This is an optimization exercise on Yosys and OpenROAD, whose aim is small area, a short achievable clock period and few clock cycles, not a production implementation.
RTL that was checked went through simulation tests only; none was proved equivalent to the original.
Function not checked in run 1: the RTL went through the layout flow alone.
No activity file was given, so power comes from the tool's default toggle rates.

**flow/run.sh**
```bash
#!/bin/bash
# synth_recipe.tcl (not shown) runs the flow's synth.tcl, then flattens the netlist and writes it again
# the make line also repeats each setting of config.mk as NAME=value (left out here)
make -C /OpenROAD-flow-scripts/flow DESIGN_CONFIG=/design/flow/config.mk WORK_HOME=/design/flow/orfs CLKGATE_MAP_FILE= SYNTH_SCRIPT=/design/flow/synth_recipe.tcl finish
```
**flow/config.mk**
```make
export PLATFORM = sky130hd
export DESIGN_NAME = process
export DESIGN_NICKNAME = process
export VERILOG_FILES = /design/flow/design.v
export SDC_FILE = /design/flow/constraint.sdc
export NUM_CORES = 4
export LEC_CHECK = 0
export CAP_MARGIN = 20
export CORE_MARGIN = 2
export CORE_UTILIZATION = 45
export PLACE_DENSITY = 0.6
export SLEW_MARGIN = 20
```
**flow/constraint.sdc**
```tcl
create_clock -name core_clock -period 7.0 [get_ports {clk}]
set_input_delay 1.4000 -clock core_clock [delete_from_list [all_inputs] [get_ports {clk}]]
set_output_delay 1.4000 -clock core_clock [all_outputs]
set_load 0.01 [all_outputs]
```
**flow/design.v**
```verilog
`timescale 1ns / 1ps
module process(
	input clk,
	input rst,
	input [23:0] in_pix,
	output reg [5:0] row, col,
	output reg out_we,
	output reg [23:0] out_pix,
	output reg mirror_done,
	output reg gray_done,
	output reg filter_done);
localparam PM = 2'd0, PG = 2'd1, PF = 2'd2;
reg [1:0]  phase, nphase;
reg [1:0]  sub, nsub;
reg [12:0] cnt, ncnt;
wire [6:0]  s = cnt[12:6];
wire [5:0]  i = cnt[5:0];
wire [12:0] cinc = cnt + 13'd1;
wire [12:0] wpos = cnt - 13'd66;
wire        last11 = (cnt[10:0] == 11'd2047);
reg [5:0] nrow, ncol;
reg nwe, nmd, ngd, nfd;
reg f_i0, f_s0, f_ra;
reg nf_i0, nf_s0, nf_ra;
always @(*) begin
	nphase = phase; nsub = sub; ncnt = cnt;
	nrow = row; ncol = col;
	nwe = 1'b0; nmd = 1'b0; ngd = 1'b0; nfd = 1'b0;
	nf_i0 = f_i0; nf_s0 = f_s0; nf_ra = f_ra;
	case (phase)
	PM: begin
		case (sub)
		2'd0: begin
			nsub = 2'd1; nrow = ~{1'b0, cnt[10:6]}; ncol = cnt[5:0]; nwe = 1'b1;
		end
		2'd1: begin
			nsub = 2'd2; nrow = {1'b0, cnt[10:6]}; ncol = cnt[5:0]; nwe = 1'b1;
			nmd = last11; ncnt = cinc;
		end
		default: begin
			nsub = 2'd0;
			if (cnt[11]) begin
				nphase = PG; ncnt = 13'd0; nrow = 6'd0; ncol = 6'd0;
			end else begin
				nrow = {1'b0, cnt[10:6]}; ncol = cnt[5:0];
			end
		end
		endcase
	end
	PG: begin
		nsub = sub + 2'd1;
		case (sub)
		2'd0: begin nrow = cnt[10:5]; ncol = {cnt[4:0], 1'b1}; end
		2'd1: begin ncol = {cnt[4:0], 1'b0}; nwe = 1'b1; end
		2'd2: begin ncol = {cnt[4:0], 1'b1}; nwe = 1'b1; ngd = last11; ncnt = cinc; end
		default: begin
			if (cnt[11]) begin
				nphase = PF; ncnt = 13'd0; nrow = 6'd0; ncol = 6'd0; nwe = 1'b1;
				nf_i0 = 1'b1; nf_s0 = 1'b1; nf_ra = 1'b1;
			end else begin
				nrow = cnt[10:5]; ncol = {cnt[4:0], 1'b0};
			end
		end
		endcase
	end
	default: begin
		case (sub)
		2'd0: begin
			nsub = 2'd1; ncnt = cinc;
			nrow = wpos[11:6];
			ncol = wpos[6] ? wpos[5:0] : ~wpos[5:0];
			nwe = (cnt >= 13'd66) && (cnt <= 13'd4161);
			nfd = (cnt == 13'd4161);
		end
		2'd1: begin
			if (cnt == 13'd4162) begin
				nphase = PM; nsub = 2'd0; ncnt = 13'd0; nrow = 6'd0; ncol = 6'd0;
			end else if (i == 6'd2 && s != 7'd0 && s <= 7'd64) begin
				nsub = 2'd2;
				if (s == 7'd64) begin nrow = 6'd63; ncol = 6'd63; end
				else begin nrow = s[5:0]; ncol = {6{s[0]}}; end
			end else begin
				nsub = 2'd0;
				if (s <= 7'd63) begin
					nrow = s[5:0]; ncol = s[0] ? ~i : i; nwe = 1'b1;
				end else if (s == 7'd64 && i == 6'd0) begin
					nrow = 6'd63; ncol = 6'd63; nwe = 1'b1;
				end
				nf_i0 = (i == 6'd0); nf_s0 = (s == 7'd0); nf_ra = ~cnt[12];
			end
		end
		default: begin
			nsub = 2'd0;
			nrow = s[5:0]; ncol = s[0] ? ~i : i;
			nwe = (s <= 7'd63);
			nf_i0 = 1'b0; nf_s0 = 1'b0; nf_ra = ~cnt[12];
		end
		endcase
	end
	endcase
end
always @(posedge clk) begin
	if (rst) begin
		phase <= PM; sub <= 2'd0; cnt <= 13'd0;
		f_i0 <= 1'b1; f_s0 <= 1'b1; f_ra <= 1'b1;
		row <= 6'd0; col <= 6'd0; out_we <= 1'b0;
		mirror_done <= 1'b0; gray_done <= 1'b0; filter_done <= 1'b0;
	end else begin
		phase <= nphase; sub <= nsub; cnt <= ncnt;
		f_i0 <= nf_i0; f_s0 <= nf_s0; f_ra <= nf_ra;
		row <= nrow; col <= ncol; out_we <= nwe;
		mirror_done <= nmd; gray_done <= ngd; filter_done <= nfd;
	end
end
reg [23:0] P;
reg [7:0]  G0, G1;
reg [8:0]  E;
reg signed [12:0] K, J;
reg rg, rb, gb;
wire [7:0] pr = P[23:16], pg = P[15:8], pb = P[7:0];
wire [7:0] pmax = rg ? (rb ? pr : pb) : (gb ? pg : pb);
wire [7:0] pmin = rg ? (gb ? pb : pg) : (rb ? pb : pr);
wire [8:0] gsum = {1'b0, pmax} + {1'b0, pmin};
wire signed [12:0] pT = P[22:10];
wire [9:0] pH = P[9:0];
wire first = f_i0;
wire signed [12:0] Dn = J - $signed({3'b0, out_pix[9:0]});
wire [7:0] Dcl = Dn[12] ? 8'd0 : (|Dn[11:8]) ? 8'd255 : Dn[7:0];
wire [7:0] g0b = first ? 8'd0 : G0;
wire [9:0] Hn = {1'b0, E} + {2'b0, g0b};
wire signed [12:0] Tn = K - $signed({5'b0, g0b});
wire fA = (phase == PF) && (sub == 2'd0);
wire fB = (phase == PF) && (sub == 2'd1);
always @(posedge clk) begin
	P <= !fB ? in_pix : f_s0 ? 24'd0 : first ? {1'b0, Tn, Hn} : in_pix;
	rg <= in_pix[23:16] > in_pix[15:8];
	rb <= in_pix[23:16] > in_pix[7:0];
	gb <= in_pix[15:8] > in_pix[7:0];
	E <= {1'b0, G0} + {1'b0, G1};
	K <= fA ? K - $signed({3'b0, pH})
	        : $signed({2'b0, G0, 3'b000}) + $signed({5'b0, G0}) - $signed({5'b0, G1});
end
always @(posedge clk) begin
	case (phase)
	PM: out_pix <= in_pix;
	PG: out_pix <= {8'd0, gsum[8:1], 8'd0};
	default: begin
		case (sub)
		2'd0: begin
			out_pix <= {8'd0, Dcl, 8'd0};
			J <= pT;
			G1 <= first ? 8'd0 : G0;
			G0 <= f_ra ? in_pix[15:8] : 8'd0;
		end
		2'd1: out_pix <= {1'b0, Tn, Hn};
		default: ;
		endcase
	end
	endcase
end
endmodule
```
==> results of run 1 <==
[stage by stage]
stage                     cell area [sq um]  setup WS [ns]   util  total power [mW]  hold slack [ns]
after floorplan                       10500           3.77      -              1.17            0.422
after detailed placement              11300           3.57  0.498              1.30            0.489
after global placement                11300           3.65  0.498              1.30            0.492
final                                 11900           3.52  0.525              2.27            0.497
after CTS                             11900           3.56  0.525              2.27            0.499
after global routing                  11900           3.35  0.525              2.35            0.520
[where the power goes]
group	internal [mW]	leakage, nW	switching, mW
Clock	0.579	0.300	0.397
Combinational	0.175	3.43	0.220
Sequential	0.858	1.22	0.0369
Total	1.61	4.96	0.654
[logic make-up after synthesis]
kind of cell	after synthesis	share of synthesized area
XOR/XNOR	55	0.0461
multiplexers	27	0.0262
AO/OA/AOI/OAI	391	0.245
AND/OR/NAND/NOR	349	0.163
buffers and inverters	161	0.0588
flip-flops	138	0.315
adder cells (fa/ha/maj)	115	0.146
[cells in the mapped netlist, types with 10 or more instances]
cell | instances | area share
ha_1 | 103 | 0.12
inv_1 | 103 | 0.037
o21ai_0 | 100 | 0.048
nand2_1 | 95 | 0.034
nor2_1 | 93 | 0.033
a21oi_1 | 91 | 0.044
dfxtp_1 | 85 | 0.16
edfxtp_1 | 53 | 0.15
clkbuf_1 | 44 | 0.016
xnor2_1 | 33 | 0.028
a211oi_1 | 29 | 0.021
nor2b_1 | 27 | 0.016
mux2i_1 | 24 | 0.023
nand2b_1 | 24 | 0.014
nand3_1 | 24 | 0.011
xor2_1 | 22 | 0.018
a31oi_1 | 21 | 0.013
nor3_1 | 18 | 0.0086
o21a_1 | 17 | 0.012
o22ai_1 | 14 | 0.0084
and2_1 | 12 | 0.0072
fa_1 | 12 | 0.023
nand4_1 | 11 | 0.0066
o21bai_1 | 11 | 0.0079
a21o_1 | 10 | 0.0072
buf_1 | 10 | 0.0036
o211ai_1 | 10 | 0.0072
[cell type report]
class | count | area, sq um
diodes | 1 | 2.50
clock inverters | 14 | 181
flip-flops and latches | 138 | 3290
multi-input cells | 937 | 6550
well taps | 285 | 357
repair buffers | 74 | 718
inverters | 104 | 390
clock buffers | 18 | 439
fillers | 2145 | 10800
[tightest hold or removal path, stage by stage, from the launching register on]
cell and delay, ns:
dfxtp_1 0.31, nor2_1 0.09, a311oi_1 0.05
[layer usage]
metal  part of all wire  vias to the layer above  track usage
met3              0.076                       58       0.0498
li1                   -                     4570            -
met1               0.45                     4447        0.364
met4              0.029                        0        0.104
met5                  0                        -            0
met2               0.45                      370        0.416
[flip-flops by register name (all words and copies together), names as in the netlist, 8 cells and up]
register	cells
cnt	13
out_pix	24
E	9
K	13
J	13
G1	8
P	24
G0	8
[how the worst max path moves through the flow]
stage	startpoint	endpoint	slack, ns	cells past startpoint
after floorplan	f_i0	P[20]	3.77	13
after global placement	rg	out_pix[15]	3.65	11
after detailed placement	rg	out_pix[15]	3.57	11
after CTS	rg	out_pix[15]	3.56	11
after global routing	rg	out_pix[15]	3.35	11
final	rg	out_pix[15]	3.52	11
==> flow_summary.yaml, run 1 <==
setup_path:
  critPathBufInv: 1
  critPathMaxFanout: 25
  cp_data_arrival_time_ns: 3.65
  end_kind: "flip-flop"
  r2r-start: "rg"
  crit_required_ns: 7.17
  regToRegSetupSlack_ns: 3.52
  path_class: "reg -> reg"
  path_delay_family: "compound AO/OA/AOI/OAI gates"
  start_kind: "flip-flop"
  worst-r2r-cell-count: 11
  cp_slowest_cell: "dfxtp_1"
  critical_path.max_stage_delay_ns: 0.90
  reg2reg_to: "out_pix[15]"
  cp_common_cell: "a21oi_1"
  crit_chain: "inv_1, o22ai_1, a211oi_1, fa_1, a21o_1, a31o_2, a21oi_1, nand2b_1, a21oi_1, a221oi_1, o21ai_0"
floorplan:
  dieArea_sq_um: 24500
  fp.dieW_microns: 156
  ios: 66
  core_area_sq_um: 22700
  start_util: 0.460
  fp.dieH_microns: 156
  rows: 55
yosys:
  async_flop_share: 0
  synth_area_sq_um: 10500
  seq_area_frac_synth: 0.315
  ys_warn_count: 1
  syn_avg_cell_area_sq_um: 8.46
  syn_nets: 1377
  synth-seq-cells: 138
  ys_types: 75
  syn_inst: 1236
  synth-edff-count: 53
  synthFlopType: "dfxtp_1"
timing:
  rsz0062_at_grt: "no"
  min_period_ns: 3.48
  tns_ns: 0
  slew_violations: 0
  setup_viol: 0
  tightest_slew_ns: 1.02
  fin_crit_sh: 0.497
  clock_skew_ns: 0.0133
  max_freq_mhz: 287
  final-hold-violation-count: 0
  relSlewSlack: 0.319
clock_network:
  hold_buffers: 0
  htree_levels: 4
  cts_resized: 0
  cts_setup_buffers: 0
  cts_sinks: 138
  cts_buffers: 17
  cts_tree: "done"
  cts_buffer_depth: 2
  cts-root-buf: "clkbuf_16"
  clkTransAtPathRegs_ns: 0.06
  clk_latency_ns: 0.44
hold_path:
  hold_path.class: "reg -> reg"
  whs_path_depth: 2
  hold_start: "row[5]"
  min_to: "row[5]"
grt:
  grt_pass1_wl_microns: 50100
  grt_pass1_vias: 8982
  grt_antenna_before_repair: 0
  grt_overflow: 0
  grt_use_total: 0.266
  grt_start_max_net_pins: 36
cells_and_area:
  finalNetCount: 1413
  drive_above_1_share: 0.0451
  most-common-layout-cells: "inv_1 (103), ha_1 (103), o21ai_0 (100)"
  area_growth_pct: 14.1
  layoutNonFillerInstCount: 1571
pwr:
  irDropWorstVdd_mv: 0.150
  power.leakage_nw: 4.96
  powerDensity_nw_per_um2: 190
route:
  postRouteWirelength_microns: 32100
  drtIter0Drc: 1025
  drc_errors: 0
  drt-pass1-iter-count: 5
  routedWlPerCell_microns: 20.4
  final_antenna_net_count: 0
  routed_via_density: 6.01
  vias: 9445
place:
  dp.cells: 1538
  globalplace.congestion: 0.963
  post-dp-hpwl_microns: 24200
  port_buffers: 65
run:
  max_cap_viol_count: 0
outcome:
  status: "finished clean"
==> run 2: changes to the inputs <==
--- a/flow/design.v
+++ b/flow/design.v
@@ -24,2 +24,3 @@
 reg nf_i0, nf_s0, nf_ra;
+reg f_byp, nf_byp;
 always @(*) begin
@@ -28,3 +29,3 @@
 	nwe = 1'b0; nmd = 1'b0; ngd = 1'b0; nfd = 1'b0;
-	nf_i0 = f_i0; nf_s0 = f_s0; nf_ra = f_ra;
+	nf_i0 = f_i0; nf_s0 = f_s0; nf_ra = f_ra; nf_byp = 1'b0;
 	case (phase)
@@ -68,3 +69,3 @@
 		2'd0: begin
-			nsub = 2'd1; ncnt = cinc;
+			nsub = 2'd1; ncnt = cinc; nf_byp = f_i0;
 			nrow = wpos[11:6];
@@ -88,3 +89,3 @@
 				end
-				nf_i0 = (i == 6'd0); nf_s0 = (s == 7'd0); nf_ra = ~cnt[12];
+				nf_i0 = (i == 6'd0); nf_s0 = (cnt <= 13'd64); nf_ra = ~cnt[12];
 			end
@@ -104,3 +105,3 @@
 		phase <= PM; sub <= 2'd0; cnt <= 13'd0;
-		f_i0 <= 1'b1; f_s0 <= 1'b1; f_ra <= 1'b1;
+		f_i0 <= 1'b1; f_s0 <= 1'b1; f_ra <= 1'b1; f_byp <= 1'b0;
 		row <= 6'd0; col <= 6'd0; out_we <= 1'b0;
@@ -109,3 +110,3 @@
 		phase <= nphase; sub <= nsub; cnt <= ncnt;
-		f_i0 <= nf_i0; f_s0 <= nf_s0; f_ra <= nf_ra;
+		f_i0 <= nf_i0; f_s0 <= nf_s0; f_ra <= nf_ra; f_byp <= nf_byp;
 		row <= nrow; col <= ncol; out_we <= nwe;
@@ -128,5 +129,6 @@
 wire [7:0] Dcl = Dn[12] ? 8'd0 : (|Dn[11:8]) ? 8'd255 : Dn[7:0];
-wire [7:0] g0b = first ? 8'd0 : G0;
-wire [9:0] Hn = {1'b0, E} + {2'b0, g0b};
-wire signed [12:0] Tn = K - $signed({5'b0, g0b});
+wire [9:0] Hs = {1'b0, E} + {2'b0, G0};
+wire signed [12:0] Ts = K - $signed({5'b0, G0});
+wire [9:0] Hn = first ? {1'b0, E} : Hs;
+wire signed [12:0] Tn = first ? K : Ts;
 wire fA = (phase == PF) && (sub == 2'd0);
@@ -134,3 +136,3 @@
 always @(posedge clk) begin
-	P <= !fB ? in_pix : f_s0 ? 24'd0 : first ? {1'b0, Tn, Hn} : in_pix;
+	P <= f_byp ? {1'b0, Tn, Hn} : in_pix;
 	rg <= in_pix[23:16] > in_pix[15:8];
@@ -139,3 +141,3 @@
 	E <= {1'b0, G0} + {1'b0, G1};
-	K <= fA ? K - $signed({3'b0, pH})
+	K <= fA ? K - $signed({3'b0, f_s0 ? 10'd0 : pH})
 	        : $signed({2'b0, G0, 3'b000}) + $signed({5'b0, G0}) - $signed({5'b0, G1});
--- a/flow/config.mk
+++ b/flow/config.mk
@@ -11,2 +11,3 @@
 export PLACE_DENSITY = 0.6
+export SETUP_SLACK_MARGIN = 3.9
 export SLEW_MARGIN = 20
==> run 2 against run 1 <==
Net effect: synthesized cell count is 1.9% lower; synthesized area fell by 1.3%; clock power fell by 6.4%; global-route usage is 1.4 points lower.
==> flow_summary.yaml, run 2 <==
floorplan:
  fp.dieW_microns: 155
  start_util: 0.457
  core_area_sq_um: 22600
  ios: 66
  rows: 55
  dieArea_sq_um: 24200
  fp.dieH_microns: 155
yosys:
  synth_commonest_cells: "a21oi_1 (113), nor2_1 (105), ha_1 (102)"
  ys_types: 79
  synth_area_sq_um: 10300
  synth-edff-count: 53
  synth.largest_area_cell: "dfxtp_1"
  syn_avg_cell_area_sq_um: 8.51
  seq_area_frac_synth: 0.321
  async_flop_share: 0
  synthFlopType: "dfxtp_1"
  ys_warn_count: 1
  synth_area_leaders: "dfxtp_1 (17%), edfxtp_1 (15%), ha_1 (12%), a21oi_1 (5.5%), o21ai_0 (3.9%)"
  syn_nets: 1352
  synth-seq-cells: 139
  synth.top_cell.area_share: 0.167
  yosysMostFrequentCell: "a21oi_1"
  syn_inst: 1212
grt:
  grt_pass1_vias: 8281
  grt_overflow: 0
  grt_antenna_before_repair: 0
  grt_start_max_net_pins: 45
  grt_use_total: 0.253
  grt_pass1_wl_microns: 47000
outcome:
  status: "finished clean"
clock_network:
  clk_latency_ns: 0.43
  cts_buffers: 17
  cts_buffer_depth: 2
  cts_tree: "done"
  cts-root-buf: "clkbuf_16"
  htree_levels: 4
  clkTransAtPathRegs_ns: 0.07
  cts_sinks: 139
  hold_buffers: 0
timing:
  tns_ns: 0
  clock_skew_ns: 0.0111
  setup_viol: 0
  slew_violations: 0
  relSlewSlack: 0.379
  min_period_ns: 2.98
  setup_ws_ns: 4.02
  max_freq_mhz: 336
  final-hold-violation-count: 0
  rsz0062_at_grt: "yes"
  fin_hold_ws_ns: 0.490
  tightest_slew_ns: 0.927
  fin_crit_sh: 0.425
setup_path:
  cp_data_arrival_time_ns: 3.11
  end_kind: "flip-flop"
  r2r-start: "J[0]"
  path_class: "reg -> reg"
  crit_required_ns: 7.14
  start_kind: "flip-flop"
  critPathMaxFanout: 8
  timing.critical_path.from: "J[0]"
pwr:
  total_power_mw: 2.18
  irDropWorstVdd_mv: 0.104
  powerDensity_nw_per_um2: 183
  power.leakage_nw: 4.87
place:
  globalplace.congestion: 0.891
  placed_area_sq_um: 11200
  post-dp-hpwl_microns: 22800
  pre_cts_ws_ns: 3.54
  dp.cells: 1510
  port_buffers: 65
cells_and_area:
  finalNetCount: 1394
  drive_above_1_share: 0.0679
  fin_area_sq_um: 11900
  antenna_cells: 0
  most-common-layout-cells: "a21oi_1 (113), nor2_1 (104), ha_1 (101)"
  area_growth_pct: 15.1
  layoutNonFillerInstCount: 1552
  utilization: 0.526
  top_regs: "P (24), out_pix (24)"
  layout_commonest_cell: "a21oi_1"
route:
  drt-pass1-iter-count: 5
  vias: 9124
  drtIter0Drc: 746
  drc_errors: 0
  postRouteWirelength_microns: 30400
  final_antenna_net_count: 0
  routedWlPerCell_microns: 19.6
  routed_via_density: 5.88
hold_path:
  hold_start: "col[3]"
  hold_path.class: "reg -> reg"
run:
  max_cap_viol_count: 0
run 2: worst paths after layout:
path,to,slack (ns),cells past startpoint
min reg2reg,col[3],0.49,2
max reg2reg,out_pix[8],4.02,11
min,col[3],0.49,2
max,out_pix[8],4.02,11
run 2: cell type report:
type | instances | area [sq um]
clock buffer | 17 | 425
clock inverter | 15 | 154
fill | 2125 | 10700
inverter | 97 | 364
multi-input combinational | 914 | 6450
sequential | 139 | 3320
tap | 285 | 357
timing repair buffer | 85 | 803
run 2: metal layers:
metal / vias up / GRT usage / wire [microns]
met5: - / 0 / 0
met3: 39 / 0.0390 / 1580
li1: 4457 / - / -
met4: 0 / 0.0721 / 656
met1: 4343 / 0.361 / 14400
met2: 285 / 0.396 / 13800
run 2: where the power goes:
| part | internal [mW] | switching (mW) | leakage (nW) | total [mW] |
|---|---|---|---|---|
| clock network | 0.502 | 0.413 | 0.274 | 0.914 |
| registers | 0.862 | 0.0337 | 1.23 | 0.896 |
| logic | 0.168 | 0.200 | 3.37 | 0.368 |
| total | 1.53 | 0.646 | 4.87 | 2.18 |
run 2: logic make-up after synthesis:
group / Yosys count / synth area share
buffers and inverters: 159 / 0.0593
DFF: 139 / 0.321
and+or+nand+nor: 340 / 0.161
muxes: 27 / 0.0266
xor gates and xnor gates: 56 / 0.0475
AOI/OAI and AO/OA: 377 / 0.238
adders and majority gates: 114 / 0.147
run 2: repair_timing:
item | 4_1_cts | 5_1_grt
gates resized for setup | 5 | 13
pin swaps | 0 | 3
cloned | 0 | 0
setup buffers | 0 | 10
setup endpoints to repair | 11 | 14
run 2: worst max-delay path, cell delays in order, from the launching register on:
cell,delay [ns]
edfxtp_1,0.37
inv_1,0.10
ha_2,0.22
fa_2,0.23
nor2b_1,0.07
o31ai_2,0.32
a2bb2oi_2,0.15
or4b_1,0.54
a31oi_4,0.22
o211ai_4,0.15
o21ai_1,0.17
o221ai_1,0.16
Testbench counts of run 2, summed over its fixed seeds: cycles 363,584.
==> run 3: changes to the inputs <==
--- a/flow/config.mk
+++ b/flow/config.mk
@@ -11,3 +11,2 @@
 export PLACE_DENSITY = 0.6
-export SETUP_SLACK_MARGIN = 3.9
 export SLEW_MARGIN = 20
==> run 3 against run 2 <==
Net effect: still clean; non-clock buffer count decreased by 10; die area unchanged; synthesized cell count unchanged; power decreased by 0.36%; worst hold slack got worse by 0.00061 ns; critical path type unchanged.
==> flow_summary.yaml, run 3 <==
outcome:
  status: "finished clean"
cells_and_area:
  top_regs: "P (24), out_pix (24)"
  area_growth_pct: 13.7
  most-common-layout-cells: "a21oi_1 (113), nor2_1 (104), ha_1 (102)"
  antenna_cells: 0
  drive_above_1_share: 0.0517
  seqCellArea_sq_um: 3310
  multi_input_area_sq_um: 6400
  finalNetCount: 1384
  n_fill_cell: 2135
  layout_commonest_cell: "a21oi_1"
timing:
  clock_skew_ns: 0.0110
  max_freq_mhz: 286
  tns_ns: 0
  final-hold-violation-count: 0
  fin_crit_sh: 0.500
  tightest_slew_ns: 1.00
  min_period_ns: 3.50
  setup_ws_ns: 3.50
  slew_violations: 0
  rsz0062_at_grt: "no"
  relSlewSlack: 0.329
  setup_viol: 0
grt:
  grt_overflow: 0
  grt_start_max_net_pins: 45
  grt_pass1_vias: 8267
  grt_use_total: 0.252
  grt_pass1_wl_microns: 47000
  grt_antenna_before_repair: 0
route:
  postRouteWirelength_microns: 30200
  final_antenna_net_count: 0
  vias: 9003
  drt-pass1-iter-count: 6
  routed_via_density: 5.84
  drtIter0Drc: 729
  routedWlPerCell_microns: 19.6
  drc_errors: 0
place:
  globalplace.congestion: 0.891
  pre_cts_ws_ns: 3.54
  post-dp-hpwl_microns: 22800
  port_buffers: 65
yosys:
  synth-edff-count: 53
  syn_avg_cell_area_sq_um: 8.51
  synth_commonest_cells: "a21oi_1 (113), nor2_1 (105), ha_1 (102)"
  ys_types: 79
  synth.top_cell.area_share: 0.167
  syn_inst: 1212
  synth-seq-cells: 139
  synth.largest_area_cell: "dfxtp_1"
  syn_nets: 1352
  ys_warn_count: 1
  synth_area_leaders: "dfxtp_1 (17%), edfxtp_1 (15%), ha_1 (12%), a21oi_1 (5.5%), o21ai_0 (3.9%)"
  synthFlopType: "dfxtp_1"
  seq_area_frac_synth: 0.321
  yosysMostFrequentCell: "a21oi_1"
  async_flop_share: 0
  synth_area_sq_um: 10300
clock_network:
  cts_setup_buffers: 0
  cts_tree: "done"
  clkTransAtPathRegs_ns: 0.07
  clk_latency_ns: 0.43
  cts_buffer_depth: 2
  hold_buffers: 0
  cts-root-buf: "clkbuf_16"
  cts_buffers: 17
  htree_levels: 4
  cts_resized: 0
  cts_sinks: 139
setup_path:
  r2r-start: "rg"
  critPathMaxFanout: 31
  cp_data_arrival_time_ns: 3.66
  timing.critical_path.from: "rg"
  start_kind: "flip-flop"
  end_kind: "flip-flop"
  crit_required_ns: 7.16
  path_class: "reg -> reg"
floorplan:
  rows: 55
  core_area_sq_um: 22600
  start_util: 0.457
  ios: 66
  fp.dieH_microns: 155
  dieArea_sq_um: 24200
  fp.dieW_microns: 155
hold_path:
  hold_path.class: "reg -> reg"
  hold_start: "col[3]"
pwr:
  irDropWorstVdd_mv: 0.105
  powerDensity_nw_per_um2: 185
  power.leakage_nw: 4.81
run:
  max_cap_viol_count: 0
[run 3: cell count changes in the layout (fill, tap and decap cells not counted), sizes merged]
cell	change
buf	-10
clkdlybuf4s50	+1
dlymetal6s2s	-1
[run 3: logic make-up (layout without fill, tap and decap cells)]
group,after synthesis,in the layout,synth area share
AO/OA/AOI/OAI,377,377,0.238
XOR/XNOR,56,56,0.0475
adder cells (fa/ha/maj),114,114,0.147
buffers and inverters,159,204,0.0593
flip-flops,139,139,0.321
multiplexers,27,27,0.0266
AND/OR/NAND/NOR,340,340,0.161
[run 3: final timing paths]
check,end,slack (ns),depth (start not counted)
hold / removal,col[3],0.49,2
setup / recovery,out_pix[15],3.50,12
setup reg to reg,out_pix[15],3.50,12
hold reg to reg,col[3],0.49,2
[run 3: final cells by class]
cell class | instances | share of cell area
clock buffer | 17 | 0.0362
clock inverter | 15 | 0.0131
inverter | 97 | 0.0310
multi-input combinational | 914 | 0.545
sequential | 139 | 0.282
tap | 285 | 0.0304
timing repair buffer | 75 | 0.0618
[run 3: power by group]
part           internal [mW]  switching [mW]  total [mW]  leakage, nW
Clock                  0.502           0.413       0.915        0.274
Combinational          0.164           0.191       0.356         3.31
Sequential             0.861          0.0386       0.900         1.22
Total                   1.53           0.643        2.17         4.81
[run 3: worst max-delay path, stage by stage, from the launching register on]
cell	delay [ns]
dfxtp_1	0.98
xor2_1	0.24
mux2i_1	0.21
a211oi_1	0.09
fa_1	0.46
a21o_1	0.18
a21oi_1	0.21
nor2b_1	0.08
o21a_1	0.19
o21a_1	0.16
o21ai_0	0.16
a311o_1	0.19
o211ai_1	0.08
[run 3: per-stage QoR]
| stage | util | power (mW) | area (sq um) | cells | hold slack (ns) |
|---|---|---|---|---|---|
| 2_1_floorplan | - | 1.15 | 10300 | 1212 | 0.422 |
| 3_3_place_gp | 0.494 | 1.27 | 11200 | 1510 | 0.482 |
| 3_5_place_dp | 0.494 | 1.27 | 11200 | 1510 | 0.484 |
| 4_1_cts | 0.520 | 2.18 | 11700 | 1542 | 0.493 |
| 5_1_grt | 0.520 | 2.25 | 11700 | 1542 | 0.508 |
| 6_report | 0.520 | 2.17 | 11700 | 1542 | 0.490 |
[run 3: routing by layer]
metal	vias to the layer above	global-route usage	wire, microns
met5	-	0	0
met4	0	0.0721	519
met3	35	0.0390	1630
met2	261	0.395	13700
met1	4274	0.361	14300
li1	4433	-	-
==> run 4: changes to the inputs <==
--- a/flow/design.v
+++ b/flow/design.v
@@ -119,7 +119,10 @@
 reg signed [12:0] K, J;
-reg rg, rb, gb;
+reg mxr, mxg, mxb, mnr, mng, mnb;
 wire [7:0] pr = P[23:16], pg = P[15:8], pb = P[7:0];
-wire [7:0] pmax = rg ? (rb ? pr : pb) : (gb ? pg : pb);
-wire [7:0] pmin = rg ? (gb ? pb : pg) : (rb ? pb : pr);
+wire [7:0] pmax = ({8{mxr}} & pr) | ({8{mxg}} & pg) | ({8{mxb}} & pb);
+wire [7:0] pmin = ({8{mnr}} & pr) | ({8{mng}} & pg) | ({8{mnb}} & pb);
 wire [8:0] gsum = {1'b0, pmax} + {1'b0, pmin};
+wire irg = in_pix[23:16] > in_pix[15:8];
+wire irb = in_pix[23:16] > in_pix[7:0];
+wire igb = in_pix[15:8] > in_pix[7:0];
 wire signed [12:0] pT = P[22:10];
@@ -137,5 +140,8 @@
 	P <= f_byp ? {1'b0, Tn, Hn} : in_pix;
-	rg <= in_pix[23:16] > in_pix[15:8];
-	rb <= in_pix[23:16] > in_pix[7:0];
-	gb <= in_pix[15:8] > in_pix[7:0];
+	mxr <= irg & irb;
+	mxg <= ~(irg & irb) & igb;
+	mxb <= ~(irg & irb) & ~igb;
+	mnb <= irb & igb;
+	mng <= ~(irb & igb) & irg;
+	mnr <= ~(irb & igb) & ~irg;
 	E <= {1'b0, G0} + {1'b0, G1};
--- a/flow/config.mk
+++ b/flow/config.mk
@@ -11,2 +11,3 @@
 export PLACE_DENSITY = 0.6
+export SETUP_SLACK_MARGIN = 4.4
 export SLEW_MARGIN = 20
==> run 4 against run 3 <==
Net effect: core utilization up 3.5 points; design area rose by 6.3%; sequential power rose by 2%; maximum frequency is 22% higher; worst setup slack improved by 0.62 ns; wire length up 3.9%; sequential share of layout area down 1.1 points; sequential cell count rose by 3; synthesized cell count grew 0.25%; worst hold slack gained 0.0014 ns; global-route usage rose by 0.82 points; largest power group unchanged.
==> flow_summary.yaml, run 4 <==
grt:
  grt_start_max_net_pins: 46
  grt_use_total: 0.261
  grt_pass1_wl_microns: 48400
  grt_antenna_before_repair: 0
  grt_pass1_vias: 8741
  grt_overflow: 0
cells_and_area:
  n_fill_cell: 2067
  drive_above_1_share: 0.175
  most-common-layout-cells: "nor2_1 (111), inv_1 (90), ha_1 (86)"
  utilization: 0.555
  antenna_cells: 0
  finalNetCount: 1421
  area_growth_pct: 21.6
  layout_commonest_cell: "nor2_1"
  top_regs: "P (24), out_pix (24)"
timing:
  min_period_ns: 2.88
  tightest_slew_ns: 0.690
  relSlewSlack: 0.539
  final-hold-violation-count: 0
  setup_viol: 0
  fin_crit_sh: 0.412
  slew_violations: 0
  setup_ws_ns: 4.12
  clock_skew_ns: 0.0131
  max_freq_mhz: 347
  tns_ns: 0
  rsz0062_at_grt: "yes"
yosys:
  synth-edff-count: 53
  synth_commonest_cells: "nor2_1 (117), inv_1 (105), ha_1 (102)"
  synth_area_leaders: "dfxtp_1 (17%), edfxtp_1 (16%), ha_1 (12%), o21ai_0 (4.9%), a21oi_1 (4.7%)"
  synth-seq-cells: 142
  ys_warn_count: 1
  synth-xor-area-share: 0.0470
  async_flop_share: 0
  seq_area_frac_synth: 0.329
  syn_avg_cell_area_sq_um: 8.44
  synth_top_family_by_area: "compound AO/OA/AOI/OAI gates"
  synthMuxAreaShare: 0.0141
  synth.top_cell.area_share: 0.174
  syn_inst: 1215
  yosys.area_share.adder: 0.148
  synth-simple-area-share: 0.174
  synthFlopType: "dfxtp_1"
  synth_area_sq_um: 10300
  ys_types: 82
  yosysMostFrequentCell: "nor2_1"
  syn_nets: 1355
  synth.largest_area_cell: "dfxtp_1"
  synth_compound_area_frac: 0.226
setup_path:
  r2r-start: "out_pix[0]"
  path_class: "reg -> reg"
  start_kind: "flip-flop"
  critPathMaxFanout: 8
  cp_data_arrival_time_ns: 3.05
  critical_path.max_stage_delay_ns: 0.44
  reg2reg_to: "out_pix[14]"
  crit_chain: "ha_4, fa_2, nor2b_4, o2111ai_2, nand4b_1, nand3_1, a21oi_2, a21bo_4, o21ai_4, or4b_1"
  worst-r2r-cell-count: 10
  regToRegSetupSlack_ns: 4.12
  cp_slowest_cell: "or4b_1"
  end_kind: "flip-flop"
  crit_required_ns: 7.17
  critPathBufInv: 0
  path_delay_family: "simple AND/OR/NAND/NOR gates"
pwr:
  p_comb_frac: 0.151
  powerDensity_nw_per_um2: 177
  clockPowerShare: 0.436
  seqPwrFrac: 0.413
  p_switching_mw: 0.618
  switching_share: 0.279
  intPower_mw: 1.60
  power.leakage_nw: 5.30
  irDropWorstVdd_mv: 0.148
floorplan:
  core_area_sq_um: 22500
  fp.dieW_microns: 155
  dieArea_sq_um: 24000
  ios: 66
  fp.dieH_microns: 155
  start_util: 0.456
  rows: 55
place:
  globalplace.congestion: 0.894
  port_buffers: 65
  pre_cts_ws_ns: 3.54
  post-dp-hpwl_microns: 22900
route:
  drtIter0Drc: 839
  postRouteWirelength_microns: 31400
  final_antenna_net_count: 0
  routedWlPerCell_microns: 19.9
  vias: 9152
  drc_errors: 0
  routed_via_density: 5.80
  drt-pass1-iter-count: 5
clock_network:
  htree_levels: 4
  cts_buffers: 17
  hold_buffers: 0
  cts_buffer_depth: 2
  cts_sinks: 142
  cts_tree: "done"
  cts-root-buf: "clkbuf_16"
  clk_latency_ns: 0.44
  clkTransAtPathRegs_ns: 0.06
hold_path:
  whs_path_depth: 0
  min_to: "J[12]"
  hold_start: "P[22]"
  hold_path.class: "reg -> reg"
run:
  max_cap_viol_count: 0
outcome:
  status: "finished clean"
==> run 4: metal layers <==
| metal | global-route usage | part of all wire |
|---|---|---|
| met4 | 0.113 | 0.038 |
| met2 | 0.411 | 0.45 |
| met1 | 0.356 | 0.45 |
| met3 | 0.0387 | 0.063 |
| met5 | 0 | 0 |
==> run 4: worst max-delay path by stage <==
| stage | from | end | slack [ns] | cells after the start |
|---|---|---|---|---|
| 2_1_floorplan | out_pix[0] | out_pix[14] | 4.34 | 10 |
| 3_3_place_gp | in_pix[17] | mxr | 3.54 | 10 |
| 3_5_place_dp | in_pix[17] | mxr | 3.54 | 10 |
| 4_1_cts | J[0] | out_pix[14] | 4.12 | 11 |
| 5_1_grt | out_pix[0] | out_pix[14] | 4.03 | 10 |
| 6_report | out_pix[0] | out_pix[14] | 4.12 | 10 |
==> run 4: area by class of cell <==
cell class | count | area, sq um | share of cell area
Sequential cell | 142 | 3380 | 0.271
Inverter | 105 | 422 | 0.0338
Tap cell | 285 | 357 | 0.0286
Timing Repair Buffer | 108 | 882 | 0.0707
Multi-Input combinational cell | 907 | 6820 | 0.547
Clock buffer | 18 | 429 | 0.0344
Clock inverter | 14 | 184 | 0.0147
==> run 4: logic make-up (layout without fill, tap and decap cells) <==
group,count (synthesis),in the layout
simple gates,365,365
fa+ha+maj,114,114
compound gates,359,359
buf+inv,166,245
xor+xnor,55,55
flops,142,142
mux,14,14
==> run 4: what timing repair did <==
action                     CTS  global route
pin swaps                   22            45
resized for setup          152           112
setup endpoints to repair  156            76
setup buffers               16            19
==> run 4: per-stage QoR <==
| step | hold slack [ns] | power (mW) | instance area [sq um] | instances |
|---|---|---|---|---|
| floorplan | 0.429 | 1.14 | 10300 | 1215 |
| global placement | 0.470 | 1.25 | 11100 | 1512 |
| detailed placement | 0.454 | 1.25 | 11100 | 1512 |
| CTS | 0.486 | 2.21 | 12000 | 1560 |
| global route | 0.491 | 2.30 | 12500 | 1579 |
| finish | 0.491 | 2.21 | 12500 | 1579 |
==> run 4: power by group through the flow <==
| stage | logic, mW | registers [mW] | clock network, mW |
|---|---|---|---|
| floorplan | 0.227 | 0.916 | 0 |
| global placement | 0.317 | 0.933 | 0 |
| detailed placement | 0.320 | 0.933 | 0 |
| CTS | 0.322 | 0.914 | 0.975 |
| global route | 0.370 | 0.917 | 1.01 |
| finish | 0.335 | 0.914 | 0.965 |
Testbench counts of run 4, summed over its fixed seeds: cycles 363,584.
==> run 5: changes to the inputs <==
--- a/flow/config.mk
+++ b/flow/config.mk
@@ -11,3 +11,3 @@
 export PLACE_DENSITY = 0.6
-export SETUP_SLACK_MARGIN = 4.4
+export SETUP_SLACK_MARGIN = 4.1
 export SLEW_MARGIN = 20
==> run 5 against run 4 <==
Net effect: still clean; critical path depth is the same; worst hold slack lost 0.019 ns; global-route usage shrank 0.58 points; cell count shrank 1.8%; core utilization shrank 2.9 points; wire length shrank 3.2%; sequential power is essentially flat; clock power shrank 11%; critical path type unchanged; critical endpoint unchanged.
==> flow_summary.yaml, run 5 <==
yosys:
  ys_warn_count: 1
  synth-edff-count: 53
  syn_inst: 1215
  synth.top_cell.area_share: 0.174
  syn_nets: 1355
  seq_area_frac_synth: 0.329
  async_flop_share: 0
  syn_avg_cell_area_sq_um: 8.44
  synth_area_leaders: "dfxtp_1 (17%), edfxtp_1 (16%), ha_1 (12%), o21ai_0 (4.9%), a21oi_1 (4.7%)"
  synth_commonest_cells: "nor2_1 (117), inv_1 (105), ha_1 (102)"
  synth_area_sq_um: 10300
  yosysMostFrequentCell: "nor2_1"
  synth-seq-cells: 142
  synth.largest_area_cell: "dfxtp_1"
  ys_types: 82
  synthFlopType: "dfxtp_1"
route:
  drt-pass1-iter-count: 9
  drtIter0Drc: 850
  routedWlPerCell_microns: 19.6
  vias: 9065
  final_antenna_net_count: 0
  drc_errors: 0
  routed_via_density: 5.84
  postRouteWirelength_microns: 30400
timing:
  relSlewSlack: 0.351
  fin_hold_ws_ns: 0.472
  setup_viol: 0
  slew_violations: 0
  tns_ns: 0
  max_freq_mhz: 340
  setup_ws_ns: 4.06
  final-hold-violation-count: 0
  tightest_slew_ns: 0.972
  clock_skew_ns: 0.0121
  min_period_ns: 2.94
  fin_crit_sh: 0.420
  rsz0062_at_grt: "yes"
setup_path:
  cp_data_arrival_time_ns: 3.11
  path_class: "reg -> reg"
  start_kind: "flip-flop"
  end_kind: "flip-flop"
  critPathMaxFanout: 8
  crit_required_ns: 7.17
pwr:
  irDropWorstVdd_mv: 0.153
  powerDensity_nw_per_um2: 179
  p_switching_mw: 0.595
  switching_share: 0.281
  power.leakage_nw: 5.06
  p_comb_frac: 0.159
  intPower_mw: 1.52
  clockPowerShare: 0.408
  total_power_mw: 2.11
  seqPwrFrac: 0.434
clock_network:
  clkTransAtPathRegs_ns: 0.06
  htree_levels: 4
  cts_tree: "done"
  cts-root-buf: "clkbuf_16"
  cts_buffers: 17
  cts_sinks: 142
  clk_latency_ns: 0.43
  cts_buffer_depth: 2
  hold_buffers: 0
floorplan:
  dieArea_sq_um: 24000
  rows: 55
  fp.dieH_microns: 155
  fp.dieW_microns: 155
  core_area_sq_um: 22500
  ios: 66
  start_util: 0.456
place:
  placed_area_sq_um: 11100
  dp.cells: 1513
  port_buffers: 65
  globalplace.congestion: 0.905
  post-dp-hpwl_microns: 22800
  pre_cts_ws_ns: 3.43
hold_path:
  hold_path.class: "reg -> reg"
cells_and_area:
  fin_area_sq_um: 11800
  most-common-layout-cells: "nor2_1 (116), inv_1 (101), ha_1 (98)"
  finalNetCount: 1393
  layoutNonFillerInstCount: 1551
  layout_commonest_cell: "nor2_1"
  n_fill_cell: 2105
  top_regs: "P (24), out_pix (24)"
  antenna_cells: 0
  utilization: 0.526
  area_growth_pct: 15.3
  drive_above_1_share: 0.0861
grt:
  grt_pass1_vias: 8478
  grt_pass1_wl_microns: 47300
  grt_antenna_before_repair: 0
  grt_start_max_net_pins: 46
  grt_overflow: 0
  grt_use_total: 0.255
run:
  max_cap_viol_count: 0
outcome:
  status: "finished clean"
[run 5: cell count changes in the layout (fill, tap and decap cells not counted), sizes merged]
cell	before	now
clkinv	4	8
clkdlybuf4s15	7	1
clkbuf	29	21
buf	48	15
clkdlybuf4s50	1	49
inv	108	107
bufinv	3	1
clkinvlp	4	3
dlygate4sd2	40	2
dlymetal6s2s	1	10
[run 5: repair_timing]
item / 4_1_cts / 5_1_grt
endpoints found under the setup margin: 17 / 30
setup buffers: 3 / 3
pin swaps: 5 / 5
resized for setup: 20 / 51
[run 5: final timing paths]
check,from,to,slack (ns),depth (start not counted)
worst max register to register,out_pix[2],out_pix[14],4.06,10
worst min register to register,P[15],J[5],0.47,0
worst max-delay path,out_pix[2],out_pix[14],4.06,10
worst min-delay path,P[15],J[5],0.47,0
[run 5: critical path, stage by stage (launching register included)]
cell	delay, ns
edfxtp_1	0.42
inv_1	0.08
ha_1	0.25
nor2b_2	0.18
o2111ai_2	0.19
nand4b_1	0.20
a211o_1	0.30
a21oi_1	0.16
a21bo_4	0.28
o21ai_2	0.18
or4b_1	0.45
[run 5: routing by layer]
metal | GRT usage | wire length (microns)
met1 | 0.352 | 14100
met2 | 0.401 | 13600
met3 | 0.0379 | 1740
met4 | 0.103 | 940
met5 | 0 | 0
[run 5: power by group through the flow]
stage          combinational (mW)  clock (mW)  sequential (mW)
4_1_cts                     0.320       0.871            0.914
5_1_grt                     0.370       0.905            0.919
2_1_floorplan               0.219           0            0.916
6_report                    0.336       0.862            0.917
3_5_place_dp                0.312           0            0.932
3_3_place_gp                0.309           0            0.932
[run 5: cell families (layout without fill, tap and decap cells)]
logic type / after synthesis / in the layout / synth area share
and+or+nand+nor: 365 / 365 / 0.174
AOI/OAI and AO/OA: 359 / 359 / 0.226
buffers and inverters: 166 / 217 / 0.0630
DFF: 142 / 142 / 0.329
adders and majority gates: 114 / 114 / 0.148
xor gates and xnor gates: 55 / 55 / 0.0470
muxes: 14 / 14 / 0.0141
[run 5: area by class of cell]
class	instances	area, sq um	area share
multi-input combinational	907	6380	0.539
sequential	142	3380	0.286
timing repair buffer	80	771	0.0651
clock buffer	18	429	0.0363
inverter	105	394	0.0333
tap	285	357	0.0301
clock inverter	14	120	0.0102
==> run 6: changes to the inputs <==
==> flow/flow/run.sh (new file) <==
#!/bin/bash
# The standard layout (the standard.sh, standard synthesis unchanged),
# except that the port buffers are sky130_fd_sc_hd__buf_2 cells.
# make's full output goes to make.log in the work folder; ORFS keeps each
# step's own log under orfs/logs.
set -euo pipefail
bash standard.sh "BUFFER_PORTS_ARGS=-buffer_cell sky130_fd_sc_hd__buf_2" finish > make.log 2>&1
==> flow/standard.sh (new file) <==
#!/bin/bash
# synth_recipe.tcl (not shown) runs the flow's synth.tcl, then flattens the netlist and writes it again
# the make line also repeats each setting of config.mk as NAME=value (left out here)
make -C /OpenROAD-flow-scripts/flow DESIGN_CONFIG=/design/flow/config.mk WORK_HOME=/design/flow/orfs CLKGATE_MAP_FILE= SYNTH_SCRIPT=/design/flow/synth_recipe.tcl "${@:-finish}"
removed: flow/run.sh
==> run 6 against run 5 <==
Net effect: still clean; synthesized area did not move; combinational power shrank 6.0%; register-to-register slack improved by 0.08 ns; cell count is essentially flat; wire length is essentially flat; worst setup slack improved by 0.079 ns; clock power barely moved; count of clock-buffer cells in the layout is the same; first-iteration DRC count is 0.59% lower; synthesized cell count unchanged.
==> flow_summary.yaml, run 6 <==
clock_network:
  htree_levels: 4
  clk_latency_ns: 0.43
  hold_buffers: 0
  cts-root-buf: "clkbuf_16"
  clkTransAtPathRegs_ns: 0.06
  cts_tree: "done"
  cts_sinks: 142
  cts_buffers: 17
  cts_buffer_depth: 2
setup_path:
  crit_required_ns: 7.16
  end_kind: "flip-flop"
  path_delay_family: "simple AND/OR/NAND/NOR gates"
  critPathMaxFanout: 6
  critical_path.max_stage_delay_ns: 0.46
  cp_data_arrival_time_ns: 3.03
  critPathBufInv: 0
  start_kind: "flip-flop"
  cp_slowest_cell: "or4b_4"
  crit_chain: "ha_2, fa_2, nor2b_4, o2111ai_2, nand4b_1, nand3_1, a21oi_2, a21bo_4, o21ai_2, or4b_4"
  r2r-start: "out_pix[0]"
  timing.critical_path.from: "out_pix[0]"
  path_class: "reg -> reg"
yosys:
  ys_warn_count: 1
  syn_nets: 1355
  synth.top_cell.area_share: 0.174
  synth.largest_area_cell: "dfxtp_1"
  synth_commonest_cells: "nor2_1 (117), inv_1 (105), ha_1 (102)"
  synthFlopType: "dfxtp_1"
  synth-seq-cells: 142
  yosysMostFrequentCell: "nor2_1"
  synth_area_leaders: "dfxtp_1 (17%), edfxtp_1 (16%), ha_1 (12%), o21ai_0 (4.9%), a21oi_1 (4.7%)"
  seq_area_frac_synth: 0.329
  syn_inst: 1215
  ys_types: 82
  synth-edff-count: 53
  async_flop_share: 0
  syn_avg_cell_area_sq_um: 8.44
  synth_area_sq_um: 10300
timing:
  tightest_slew_ns: 1.07
  slew_violations: 0
  relSlewSlack: 0.286
  rsz0062_at_grt: "yes"
  min_period_ns: 2.86
  fin_crit_sh: 0.409
  final-hold-violation-count: 0
  max_freq_mhz: 349
  tns_ns: 0
  clock_skew_ns: 0.0113
  setup_viol: 0
cells_and_area:
  layout_commonest_cell: "nor2_1"
  top_regs: "P (24), out_pix (24)"
  utilization: 0.512
  area_growth_pct: 12.3
  fin_area_sq_um: 11500
  drive_above_1_share: 0.131
  antenna_cells: 0
  finalNetCount: 1394
  most-common-layout-cells: "nor2_1 (116), inv_1 (101), o21ai_0 (97)"
pwr:
  power.leakage_nw: 4.98
  powerDensity_nw_per_um2: 182
  irDropWorstVdd_mv: 0.143
grt:
  grt_antenna_before_repair: 0
  grt_pass1_wl_microns: 47600
  grt_pass1_vias: 8520
  grt_start_max_net_pins: 46
  use_met2: 0.396
  grt-busiest-layer: "met2"
  grt_overflow: 0
  grt_use_total: 0.254
  met1_usage: 0.350
  grt_use_met3: 0.0440
route:
  routed_via_density: 5.80
  routedWlPerCell_microns: 19.6
  drt-pass1-iter-count: 6
  drtIter0Drc: 845
  drc_errors: 0
  postRouteWirelength_microns: 30400
  final_antenna_net_count: 0
  vias: 9009
floorplan:
  start_util: 0.456
  fp.dieH_microns: 155
  ios: 66
  rows: 55
  fp.dieW_microns: 155
  core_area_sq_um: 22500
  dieArea_sq_um: 24000
place:
  post-dp-hpwl_microns: 22800
  placed_area_sq_um: 10700
  port_buffers: 65
  globalplace.congestion: 0.926
outcome:
  status: "finished clean"
hold_path:
  hold_start: "P[15]"
  hold_path.class: "reg -> reg"
run:
  max_cap_viol_count: 0
run 6: changes by cell type in the layout (fill, tap and decap cells not counted), sizes merged:
cell	previous run	this run
clkbuf	21	18
clkdlybuf4s50	49	0
clkinvlp	3	5
dlymetal6s2s	10	0
clkdlybuf4s15	1	0
buf	15	81
clkinv	8	6
dlygate4sd2	2	0
run 6: report_power, final:
part / internal (mW) / switching, mW
clock network: 0.487 / 0.375
logic: 0.133 / 0.183
registers: 0.881 / 0.0344
total: 1.50 / 0.593
run 6: through the flow:
| step | total power [mW] | hold slack [ns] | setup slack [ns] | std cells |
|---|---|---|---|---|
| 2_1_floorplan | 1.13 | 0.429 | 4.22 | 1215 |
| 4_1_cts | 2.08 | 0.478 | 4.08 | 1543 |
| 5_1_grt | 2.17 | 0.494 | 4.02 | 1552 |
| 6_report | 2.09 | 0.490 | 4.14 | 1552 |
| 3_5_place_dp | 1.22 | 0.464 | 3.93 | 1511 |
| 3_3_place_gp | 1.22 | 0.460 | 3.97 | 1511 |
run 6: path summary, 6_finish.rpt:
kind	end	slack [ns]	cells past startpoint
min reg2reg	J[5]	0.49	0
max reg2reg	out_pix[14]	4.14	10
min	J[5]	0.49	0
max	out_pix[14]	4.14	10
run 6: repair_timing:
item / 4_1_cts / 5_1_grt
buffers inserted: 0 / 8
endpoints found under the hold margin: 0 / 0
gates resized for setup: 2 / 35
pin swaps: 1 / 11
setup endpoints to repair: 26 / 25
run 6: logic make-up (layout without fill, tap and decap cells):
kind of cell / after synthesis / count (layout) / share of synthesized area
and+or+nand+nor: 365 / 365 / 0.174
AOI/OAI and AO/OA: 359 / 359 / 0.226
buffers and inverters: 166 / 218 / 0.0630
DFF: 142 / 142 / 0.329
adders and majority gates: 114 / 114 / 0.148
xor gates and xnor gates: 55 / 55 / 0.0470
muxes: 14 / 14 / 0.0141
run 6: layout make-up:
cell class,instances,area (sq um)
repair buffers,81,453
well taps,285,357
multi-input cells,907,6390
clock buffers,18,429
clock inverters,14,118
flip-flops and latches,142,3370
fillers,2130,11000
inverters,105,394
run 6: routing by layer:
layer  part of all wire  vias up
li1                   -     4431
met1               0.45     4214
met3              0.066       49
met5                  0        -
met4              0.034        0
met2               0.45      315
==> run 7: changes to the inputs <==
--- a/flow/config.mk
+++ b/flow/config.mk
@@ -13 +13,2 @@
 export SLEW_MARGIN = 20
+export TNS_END_PERCENT = 5
==> run 7 against run 6 <==
Net effect: synthesized cell count unchanged; synthesized area unchanged; clock power about the same; die area unchanged; critical path type unchanged; global-route usage unchanged; still clean on timing, DRC and antenna; largest power group unchanged.
==> flow_summary.yaml, run 7 <==
outcome:
  status: "finished clean"
yosys:
  syn_avg_cell_area_sq_um: 8.44
  synth.top_cell.area_share: 0.174
  synth-edff-count: 53
  ys_types: 82
  synth_area_leaders: "dfxtp_1 (17%), edfxtp_1 (16%), ha_1 (12%), o21ai_0 (4.9%), a21oi_1 (4.7%)"
  syn_inst: 1215
  yosysMostFrequentCell: "nor2_1"
  synthFlopType: "dfxtp_1"
  synth_area_sq_um: 10300
  syn_nets: 1355
  synth-seq-cells: 142
  synth_commonest_cells: "nor2_1 (117), inv_1 (105), ha_1 (102)"
  async_flop_share: 0
  synth.largest_area_cell: "dfxtp_1"
  seq_area_frac_synth: 0.329
  ys_warn_count: 1
pwr:
  clockPowerShare: 0.413
  switching_share: 0.282
  power.leakage_nw: 4.98
  p_comb_frac: 0.148
  p_switching_mw: 0.590
  powerDensity_nw_per_um2: 182
  irDropWorstVdd_mv: 0.142
  seqPwrFrac: 0.439
  intPower_mw: 1.50
  total_power_mw: 2.09
clock_network:
  hold_buffers: 0
  clkTransAtPathRegs_ns: 0.06
  cts-root-buf: "clkbuf_16"
  cts_buffers: 17
  cts_buffer_depth: 2
  htree_levels: 4
  cts_tree: "done"
  cts_sinks: 142
  clk_latency_ns: 0.43
floorplan:
  ios: 66
  start_util: 0.456
  core_area_sq_um: 22500
  fp.dieW_microns: 155
  dieArea_sq_um: 24000
  rows: 55
  fp.dieH_microns: 155
setup_path:
  crit_required_ns: 7.16
  cp_data_arrival_time_ns: 3.04
  end_kind: "flip-flop"
  path_class: "reg -> reg"
  critPathMaxFanout: 6
  start_kind: "flip-flop"
route:
  drt-pass1-iter-count: 7
  vias: 8959
  top_layer: "met4"
  final_antenna_net_count: 0
  routedWlPerCell_microns: 19.6
  routed_via_density: 5.77
  met2_wirelength_microns: 13600
  wl_met3_microns: 1820
  drc_errors: 0
  postRouteWirelength_microns: 30300
  wl_met1_microns: 13900
  drtIter0Drc: 829
cells_and_area:
  top_regs: "P (24), out_pix (24)"
  area_growth_pct: 11.9
  drive_above_1_share: 0.126
  utilization: 0.510
  antenna_cells: 0
  most-common-layout-cells: "nor2_1 (116), inv_1 (102), ha_1 (98)"
  layout_commonest_cell: "nor2_1"
  finalNetCount: 1394
timing:
  tightest_slew_ns: 1.08
  relSlewSlack: 0.280
  slew_violations: 0
  setup_viol: 0
  fin_crit_sh: 0.411
  final-hold-violation-count: 0
  tns_ns: 0
  max_freq_mhz: 347
  rsz0062_at_grt: "yes"
  min_period_ns: 2.88
  clock_skew_ns: 0.0118
run:
  max_cap_viol_count: 0
place:
  post-dp-hpwl_microns: 22800
  globalplace.congestion: 0.926
  port_buffers: 65
grt:
  grt_antenna_before_repair: 0
  grt_start_max_net_pins: 46
  grt_pass1_vias: 8520
  grt_overflow: 0
  grt_pass1_wl_microns: 47600
  grt_use_total: 0.254
hold_path:
  hold_path.class: "reg -> reg"
==> run 7: cell types whose count changed in the layout (fill, tap and decap cells not counted) <==
| cell | before | now |
|---|---|---|
| ha_1 | 96 | 98 |
| ha_4 | 3 | 1 |
| nor3_1 | 18 | 20 |
| nor3_2 | 4 | 2 |
| a21oi_1 | 92 | 93 |
| a21oi_2 | 6 | 5 |
| inv_1 | 101 | 102 |
| inv_2 | 4 | 3 |
==> run 7: timing repair <==
action / CTS / global route
resized for setup: 2 / 29
buffers inserted: 0 / 8
setup endpoints to repair: 26 / 25
hold endpoints to repair: 0 / 0
pin swaps: 1 / 8
==> run 7: kinds of logic after synthesis <==
family	count (synthesis)	share of synthesized area
buf+inv	166	0.0630
compound gates	359	0.226
fa+ha+maj	114	0.148
xor+xnor	55	0.0470
flops	142	0.329
mux	14	0.0141
simple gates	365	0.174
==> run 7: metal layers <==
layer  track usage  vias up
li1              -     4426
met1         0.350     4187
met2         0.396      298
met3        0.0440       48
met4         0.106        0
met5             0        -
==> run 7: critical path: stages, from the launching register on <==
cell and delay, ns:
edfxtp_1 0.40, ha_2 0.21, fa_2 0.41, nor2b_4 0.15, o2111ai_2 0.15, nand4b_1 0.18
nand3_1 0.11, a21oi_2 0.15, a21bo_4 0.26, o21ai_2 0.14, or4b_4 0.46
==> run 7: worst paths after layout <==
check	start	to	slack, ns	depth (start not counted)
max	out_pix[0]	out_pix[14]	4.12	10
max reg2reg	out_pix[0]	out_pix[14]	4.12	10
min reg2reg	P[15]	J[5]	0.49	0
min	P[15]	J[5]	0.49	0
==> run 7: layout make-up <==
class / instances / area [sq um]
fillers: 2137 / 11000
inverters: 105 / 394
clock inverters: 14 / 118
flip-flops and latches: 142 / 3370
multi-input cells: 907 / 6350
clock buffers: 18 / 429
repair buffers: 81 / 453
well taps: 285 / 357
==> run 7: per-stage QoR <==
stage                     instance area, sq um  hold slack [ns]  worst slack [ns]  cells
after CTS                                11300            0.478              4.08   1543
after global routing                     11500            0.494              3.93   1552
final                                    11500            0.486              4.12   1552
after detailed placement                 10700            0.464              3.93   1511
after floorplan                          10300            0.429              4.22   1215
after global placement                   10700            0.460              3.97   1511
==> run 7: power by group through the flow <==
stage               clock (mW)  combinational (mW)  sequential (mW)
CTS                      0.875               0.294            0.914
floorplan                    0               0.219            0.916
detailed placement           0               0.291            0.932
finish                   0.862               0.310            0.916
global placement             0               0.291            0.932
global route             0.906               0.345            0.917
==> run 8: changes to the inputs <==
--- a/flow/config.mk
+++ b/flow/config.mk
@@ -10,2 +10,4 @@
 export CORE_UTILIZATION = 45
+export CTS_CLUSTER_DIAMETER = 150
+export CTS_CLUSTER_SIZE = 36
 export PLACE_DENSITY = 0.6
@@ -13,2 +15 @@
 export SLEW_MARGIN = 20
-export TNS_END_PERCENT = 5
==> run 8 against run 7 <==
Net effect: via count grew 0.56%; sequential cell count unchanged; register-to-register slack is essentially flat; sequential power hardly changed; global-route usage is the same; combinational power grew 2%; worst setup slack improved by 0.015 ns; first-iteration DRC count grew 1.9%; synthesized cell count stayed put; non-clock buffer count unchanged; largest cell class unchanged; highest routed layer unchanged.
==> flow_summary.yaml, run 8 <==
pwr:
  switching_share: 0.283
  clockPowerShare: 0.412
  powerDensity_nw_per_um2: 182
  intPower_mw: 1.50
  irDropWorstVdd_mv: 0.143
  p_switching_mw: 0.593
  total_power_mw: 2.09
  p_comb_frac: 0.151
  power.leakage_nw: 4.98
  seqPwrFrac: 0.437
outcome:
  status: "finished clean"
setup_path:
  end_kind: "flip-flop"
  critPathMaxFanout: 6
  crit_required_ns: 7.16
  start_kind: "flip-flop"
  path_class: "reg -> reg"
  cp_data_arrival_time_ns: 3.03
cells_and_area:
  layoutNonFillerInstCount: 1552
  area_growth_pct: 12.3
  antenna_cells: 0
  drive_above_1_share: 0.131
  finalNetCount: 1394
  top_regs: "P (24), out_pix (24)"
  fin_area_sq_um: 11500
  most-common-layout-cells: "nor2_1 (116), inv_1 (101), o21ai_0 (97)"
  layout_commonest_cell: "nor2_1"
  n_fill_cell: 2130
  utilization: 0.512
route:
  drc_errors: 0
  vias: 9009
  final_antenna_net_count: 0
  drtIter0Drc: 845
  drt-pass1-iter-count: 6
  postRouteWirelength_microns: 30400
  routed_via_density: 5.80
  routedWlPerCell_microns: 19.6
yosys:
  synth-seq-cells: 142
  synth_commonest_cells: "nor2_1 (117), inv_1 (105), ha_1 (102)"
  syn_nets: 1355
  synth_area_leaders: "dfxtp_1 (17%), edfxtp_1 (16%), ha_1 (12%), o21ai_0 (4.9%), a21oi_1 (4.7%)"
  async_flop_share: 0
  ys_types: 82
  synth.largest_area_cell: "dfxtp_1"
  ys_warn_count: 1
  syn_avg_cell_area_sq_um: 8.44
  synth.top_cell.area_share: 0.174
  synth-edff-count: 53
  yosysMostFrequentCell: "nor2_1"
  synthFlopType: "dfxtp_1"
  synth_area_sq_um: 10300
  syn_inst: 1215
  seq_area_frac_synth: 0.329
timing:
  max_freq_mhz: 349
  final-hold-violation-count: 0
  fin_hold_ws_ns: 0.490
  tns_ns: 0
  fin_crit_sh: 0.409
  setup_ws_ns: 4.14
  rsz0062_at_grt: "yes"
  clock_skew_ns: 0.0113
  setup_viol: 0
  tightest_slew_ns: 1.07
  relSlewSlack: 0.286
  slew_violations: 0
  min_period_ns: 2.86
place:
  post-dp-hpwl_microns: 22800
  port_buffers: 65
  pre_cts_ws_ns: 3.93
  globalplace.congestion: 0.926
  placed_area_sq_um: 10700
  dp.cells: 1511
clock_network:
  cts_buffer_depth: 2
  cts_buffers: 17
  htree_levels: 4
  cts_tree: "done"
  clkTransAtPathRegs_ns: 0.06
  cts_sinks: 142
  cts-root-buf: "clkbuf_16"
  clk_latency_ns: 0.43
  hold_buffers: 0
floorplan:
  core_area_sq_um: 22500
  start_util: 0.456
  dieArea_sq_um: 24000
  fp.dieH_microns: 155
  rows: 55
  ios: 66
  fp.dieW_microns: 155
hold_path:
  hold_path.class: "reg -> reg"
grt:
  grt_start_max_net_pins: 46
  grt_use_total: 0.254
  grt_overflow: 0
  grt_pass1_vias: 8520
  grt_pass1_wl_microns: 47600
  grt_antenna_before_repair: 0
run:
  max_cap_viol_count: 0
[run 8: cell counts after synthesis]
No cell type changed its count.
[run 8: final timing paths]
kind	from	to	slack, ns	depth (start not counted)
worst max-delay path	out_pix[0]	out_pix[14]	4.14	10
worst min-delay path	P[15]	J[5]	0.49	0
worst max register to register	out_pix[0]	out_pix[14]	4.14	10
worst min register to register	P[15]	J[5]	0.49	0
[run 8: worst max-delay path, cell delays in order (launching register included)]
cell,delay [ns]
edfxtp_1,0.40
ha_2,0.21
fa_2,0.41
nor2b_4,0.15
o2111ai_2,0.15
nand4b_1,0.18
nand3_1,0.11
a21oi_2,0.15
a21bo_4,0.26
o21ai_2,0.12
or4b_4,0.46
[run 8: timing repair]
| action | CTS | global route |
|---|---|---|
| endpoints found under the setup margin | 26 | 25 |
| pin swaps | 1 | 11 |
| resized for setup | 2 | 35 |
| endpoints found under the hold margin | 0 | 0 |
| buffers inserted | 0 | 8 |
[run 8: cell type report]
cell class | instances | area (sq um) | area share
multi-input combinational | 907 | 6390 | 0.555
sequential | 142 | 3370 | 0.293
timing repair buffer | 81 | 453 | 0.0393
clock buffer | 18 | 429 | 0.0373
inverter | 105 | 394 | 0.0342
tap | 285 | 357 | 0.0310
clock inverter | 14 | 118 | 0.0102
[run 8: power by group through the flow]
| stage | Clock, mW | Sequential (mW) | Combinational, mW |
|---|---|---|---|
| finish | 0.862 | 0.916 | 0.316 |
| CTS | 0.875 | 0.914 | 0.294 |
| floorplan | 0 | 0.916 | 0.219 |
| global route | 0.906 | 0.917 | 0.350 |
| detailed placement | 0 | 0.932 | 0.291 |
| global placement | 0 | 0.932 | 0.291 |
[run 8: cell families (layout without fill, tap and decap cells)]
| kind of cell | count (synthesis) | in the layout | synth area share |
|---|---|---|---|
| xor gates and xnor gates | 55 | 55 | 0.0470 |
| and+or+nand+nor | 365 | 365 | 0.174 |
| DFF | 142 | 142 | 0.329 |
| muxes | 14 | 14 | 0.0141 |
| AOI/OAI and AO/OA | 359 | 359 | 0.226 |
| adders and majority gates | 114 | 114 | 0.148 |
| buffers and inverters | 166 | 218 | 0.0630 |
[run 8: layer usage]
metal,track usage,up-vias,wire (microns),share of wire
li1,-,4431,-,-
met1,0.350,4214,13800,0.45
met2,0.396,315,13500,0.45
met3,0.0440,49,2000,0.066
met4,0.106,0,1040,0.034
met5,0,-,0,0

[afterwards: timing with drivers on the ports]
No port has a modelled driver above. Below, the same layouts with a new extraction and two added sets of constraints.
Step 1, drivers: a clkbuf_16 drives clk and a buf_2 each remaining input, both assumed.
Step 2, shift: input delay + t, output delay - t, t = (earliest + latest rising clock arrival at the registers) / 2. This alone moves slack from input paths to output paths.
Slacks: ideal ports / drivers / drivers and shift; pairs: ideal ports / drivers.
| run | t, ns | setup slack, ns | hold slack, ns | worst data-port slew with drivers (ns) |
|---|---|---|---|---|
| run 1 | 0.479 | 3.520 / 3.520 / 3.520 | 0.497 / 0.497 / 0.497 | 0.04 |
| run 2 | 0.476 | 4.023 / 4.023 / 3.622 | 0.490 / 0.490 / 0.490 | 0.04 |
| run 3 | 0.476 | 3.499 / 3.499 / 3.499 | 0.490 / 0.490 / 0.490 | 0.04 |
| run 4 | 0.477 | 4.119 / 4.119 / 4.002 | 0.491 / 0.491 / 0.491 | 0.05 |
| run 5 | 0.476 | 4.057 / 4.057 / 3.718 | 0.472 / 0.472 / 0.472 | 0.04 |
| run 6 | 0.472 | 4.136 / 4.136 / 3.874 | 0.490 / 0.490 / 0.490 | 0.04 |
| run 7 | 0.471 | 4.121 / 4.121 / 3.879 | 0.486 / 0.486 / 0.486 | 0.04 |
| run 8 | 0.472 | 4.136 / 4.136 / 3.874 | 0.490 / 0.490 / 0.490 | 0.04 |
After both steps setup and hold are still met in every run listed. The setup slack of run 2, which loses most, moves by 0.000 ns with the drivers and by -0.401 ns with both steps.
